This is an optimization exercise on Yosys and OpenROAD, whose aim is a short achievable clock period and few clock cycles, not a production implementation. At most, simulation tests tie the RTL to the original design; equivalence was not proved. The clock port is modelled as an ideal driver; clocking choices that lean on that would not hold on a real chip. No activity file was given, so power comes from the tool's default toggle rates.

Setup of v6:
==> module RegisterModule, before the edit <==
module RegisterModule (
	input [31*64-1:0] regs,
	input [4:0] sel,
	output [63:0] q
);
	wire [63:0] e [0:31];
	genvar i;
	generate
		for (i = 0; i < 31; i = i + 1) begin : ent
			assign e[i] = regs[i*64 +: 64];
		end
	endgenerate
	assign e[31] = 64'b0;
	wire [63:0] m1 [0:7];
	wire [63:0] m2 [0:1];
	generate
		for (i = 0; i < 8; i = i + 1) begin : l1
			assign m1[i] = sel[1] ? (sel[0] ? e[4*i+3] : e[4*i+2]) : (sel[0] ? e[4*i+1] : e[4*i]);
		end
		for (i = 0; i < 2; i = i + 1) begin : l2
			assign m2[i] = sel[3] ? (sel[2] ? m1[4*i+3] : m1[4*i+2]) : (sel[2] ? m1[4*i+1] : m1[4*i]);
		end
	endgenerate
	assign q = sel[4] ? m2[1] : m2[0];
endmodule
==> flow/config.mk <==
export PLATFORM = sky130hd
export DESIGN_NAME = ARMLEG
export DESIGN_NICKNAME = ARMLEG
export VERILOG_FILES = /design/flow/design.v
export SDC_FILE = /design/flow/constraint.sdc
export NUM_CORES = 8
export LEC_CHECK = 0
export CAP_MARGIN = 20
export CORE_MARGIN = 2
export CORE_UTILIZATION = 30
export GPL_TIMING_DRIVEN = 1
export SETUP_SLACK_MARGIN = 5
export SLEW_MARGIN = 20
export SYNTH_HIERARCHICAL = 1
==> flow/constraint.sdc <==
create_clock -name core_clock -period 8.0 [get_ports {CLOCK}]
set_input_delay 1.6000 -clock core_clock [delete_from_list [all_inputs] [get_ports {CLOCK}]]
set_output_delay 1.6000 -clock core_clock [all_outputs]
set_load 0.01 [all_outputs]
standard.sh (not shown) runs the stock make flow with config.mk's settings and CLKGATE_MAP_FILE= SYNTH_SCRIPT=/design/flow/synth_recipe.tcl, a recipe that flattens the netlist after the stock synthesis.
==> flow/flow/run.sh <==
#!/bin/bash
# Layout flow: the standard synthesis, unchanged, then the standard ORFS
# steps with these settings changed:
#  - ports are buffered with a plain buffer (by default the port buffering
#    picks a delay cell, which the footprint-bound sizing then mostly keeps);
#  - the resizer may swap a cell for one of the same function with another
#    footprint;
#  - CTS ends with a second timing repair pass (flow/extra_repair.tcl).
# Each step's output is kept in a log of its own here.
set -euo pipefail
bash standard.sh synth > synth.log 2>&1
bash standard.sh "BUFFER_PORTS_ARGS=-buffer_cell sky130_fd_sc_hd__buf_6" MATCH_CELL_FOOTPRINT=0 \
	"POST_CTS_TCL=$PWD/flow/extra_repair.tcl" finish > layout.log 2>&1
==> flow/flow/extra_repair.tcl <==
# A second timing repair pass at the end of CTS (the first one, ORFS's own,
# often stops with paths it could still improve), then legalize again.
estimate_parasitics -placement
repair_timing_helper
set result [catch { detailed_placement } msg]
if { $result != 0 } {
  error "Detailed placement failed after the extra repair: $msg"
}
check_placement -verbose
estimate_parasitics -placement
report_worst_slack -max
Testbench counts of v6, summed over its fixed seeds: cycles 121,605.
### v6 -> v7
-- flow/design.v --
<<< v6, line 308
	output [63:0] q
);
	wire [63:0] e [0:31];
	genvar i;
	generate
		for (i = 0; i < 31; i = i + 1) begin : ent
			assign e[i] = regs[i*64 +: 64];
		end
	endgenerate
	assign e[31] = 64'b0;
	wire [63:0] m1 [0:7];
	wire [63:0] m2 [0:1];
	generate
		for (i = 0; i < 8; i = i + 1) begin : l1
			assign m1[i] = sel[1] ? (sel[0] ? e[4*i+3] : e[4*i+2]) : (sel[0] ? e[4*i+1] : e[4*i]);
		end
		for (i = 0; i < 2; i = i + 1) begin : l2
			assign m2[i] = sel[3] ? (sel[2] ? m1[4*i+3] : m1[4*i+2]) : (sel[2] ? m1[4*i+1] : m1[4*i]);
		end
	endgenerate
	assign q = sel[4] ? m2[1] : m2[0];
endmodule
module PreI (input g1, input p1, input g0, input p0, output gn, output pn);
>>> v7, line 308
	output [63:0] q
);
	wire [31:0] line_lo, line_hi;
	RegisterMux dec_lo (.sel(sel), .line(line_lo));
	RegisterMux dec_hi (.sel(sel), .line(line_hi));
	genvar i, j;
	generate
		for (j = 0; j < 64; j = j + 1) begin : b
			wire [31:0] n;       
			for (i = 0; i < 31; i = i + 1) begin : r
				AndI c (j < 32 ? line_lo[i] : line_hi[i], regs[i*64 + j], n[i]);
			end
			assign n[31] = 1'b1;
			wire [7:0] o;        
			for (i = 0; i < 8; i = i + 1) begin : g4
				Nand4 c (n[4*i], n[4*i+1], n[4*i+2], n[4*i+3], o[i]);
			end
			wire [3:0] p;        
			for (i = 0; i < 4; i = i + 1) begin : g8
				Nor2 c (o[2*i], o[2*i+1], p[i]);
			end
			Nand4 out (p[0], p[1], p[2], p[3], q[j]);
		end
	endgenerate
endmodule
module RegisterMux (
	input [4:0] sel,
	output [31:0] line
);
	genvar i;
	generate
		for (i = 0; i < 32; i = i + 1) begin : l
			assign line[i] = sel == i;
		end
	endgenerate
endmodule
module PreI (input g1, input p1, input g0, input p0, output gn, output pn);
<<< v6, line 365
module Nor2 (input a, input b, output y);
	assign y = ~(a | b);
endmodule
module SignExtend (
>>> v7, line 379
module Nor2 (input a, input b, output y);
	assign y = ~(a | b);
endmodule
module Nand4 (input a, input b, input c, input d, output y);
	assign y = ~(a & b & c & d);
endmodule
module SignExtend (
==> summary.txt <==
Per the comparison of v7 with v6, total net switching power fell 0.0019 W, final design instance area without fill moved down, part of the total power dissipated in sequential elements went up 3.2 points. v7 has completed all stages; timing, DRC and antenna checks passed. Compared with v6, via density per instance in v7 decreased by a few percent. Ratio of total power to cell area was lower in the run labelled v7.
For v7, only the layout was checked, not whether the RTL still works.

* * *

## north
ARMLEG, a different RTL version from the one above (not shown whole).
For scale: roughly 12000 cells after synthesis, ~150000 sq um of cells after synthesis.
==> module ALUMux, before the edit <==
module ALUMux (
	input d0,
	input d1,
	input s,
	output y
);
	assign y = s ? d1 : d0;
endmodule
==> module IDEX, before the edit <==
module IDEX (
	input [3:0] d,
	input [1:0] s,
	output y
);
	assign y = s[1] ? (s[0] ? d[3] : d[2]) : (s[0] ? d[1] : d[0]);
endmodule
==> module RegisterMux, before the edit <==
module RegisterMux (
	input [31*8-1:0] regs,
	input [4:0] sel,
	output [7:0] q
);
	genvar i, j;
	generate
		for (j = 0; j < 8; j = j + 1) begin : b
			wire [31:0] e;
			for (i = 0; i < 31; i = i + 1) begin : ent
				assign e[i] = regs[i*8 + j];
			end
			assign e[31] = 1'b0;
			wire [7:0] m1;
			for (i = 0; i < 8; i = i + 1) begin : l1
				IDEX c (.d(e[4*i+3:4*i]), .s(sel[1:0]), .y(m1[i]));
			end
			wire [1:0] m2;
			for (i = 0; i < 2; i = i + 1) begin : l2
				IDEX c (.d(m1[4*i+3:4*i]), .s(sel[3:2]), .y(m2[i]));
			end
			ALUMux l3 (.d0(m2[0]), .d1(m2[1]), .s(sel[4]), .y(q[j]));
		end
	endgenerate
endmodule
export LEC_CHECK = 0
export CAP_MARGIN = 20
export CORE_MARGIN = 2
export CORE_UTILIZATION = 30
export GPL_TIMING_DRIVEN = 1
export SETUP_SLACK_MARGIN = 5
export SLEW_MARGIN = 20
export SYNTH_HIERARCHICAL = 1
create_clock -name core_clock -period 8.0 [get_ports {CLOCK}]
Scripts as last shown in full above: flow/flow/run.sh, flow/flow/extra_repair.tcl
For south, these inputs were changed with respect to north:
==> flow/design.v, changed modules only <==
module RegisterMux (
	input [31*8-1:0] regs,
	input [4:0] sel,
	output [7:0] q
);
	wire [7:0] e [0:31];
	genvar i;
	generate
		for (i = 0; i < 31; i = i + 1) begin : ent
			assign e[i] = regs[i*8 +: 8];
		end
	endgenerate
	assign e[31] = 8'b0;
	wire [7:0] m1 [0:7];
	wire [7:0] m2 [0:1];
	generate
		for (i = 0; i < 8; i = i + 1) begin : l1
			assign m1[i] = sel[1] ? (sel[0] ? e[4*i+3] : e[4*i+2]) : (sel[0] ? e[4*i+1] : e[4*i]);
		end
		for (i = 0; i < 2; i = i + 1) begin : l2
			assign m2[i] = sel[3] ? (sel[2] ? m1[4*i+3] : m1[4*i+2]) : (sel[2] ? m1[4*i+1] : m1[4*i]);
		end
	endgenerate
	assign q = sel[4] ? m2[1] : m2[0];
endmodule
// module ALUMux removed
// module IDEX removed
south finished every step from synthesis to the final layout, and the layout passed the timing, DRC and antenna checks. Number of signal-net buffers in the layout in south vs north: down 50. Relative to north, south improves final worst setup slack. Measured against each other, north and south differ in number of global-route vias before repair, the lower figure coming from north. | post-route total power | south vs north | ≈ equal |. south ends up with lower sum of met3 wire segment lengths after detailed routing than north does. There was hardly any difference in worst clock skew between south and north. For the final instance area, south came in 0.45% higher than north did. Utilization north -> south: down. Cell count went up by more than 10% going from north to south. Summary of south over north: sequential share of layout area roughly the same, fmax higher. Between north and south, the difference in via density per instance is negligible.
Testbench counts of south, summed over its fixed seeds: cycles 121,605.
Only the layout flow was run in north; the RTL was not checked for function there.

==> static timing again, ports no longer ideal <==
No port has a modelled driver above. Below, the same layouts with a new extraction and two added sets of constraints.
Step 1, drivers: a clkbuf_16 drives CLOCK and a buf_2 each remaining input, both assumed.
Step 2 also shifts input and output timing later by t, the mid clock arrival at the registers, as if the neighbouring blocks saw the same clock.
Slacks: ideal ports / drivers / drivers and shift; pairs: ideal ports / drivers.
run	shift t [ns]	setup WS [ns]	hold slack, ns	pins driven straight from the clock port
v6	1.056	4.866 / 4.726 / 3.669	0.350 / 0.350 / 0.350	1
v7	1.048	4.777 / 4.676 / 3.857	0.358 / 0.358 / 0.358	1
north	1.109	4.651 / 4.692 / 3.582	0.347 / 0.347 / 0.347	1
south	1.097	4.810 / 4.699 / 3.903	0.356 / 0.356 / 0.356	1
After both steps setup and hold are still met in every run listed. For v6, which loses most, drivers alone change the setup slack by -0.140 ns; drivers and shift together by -1.197 ns.
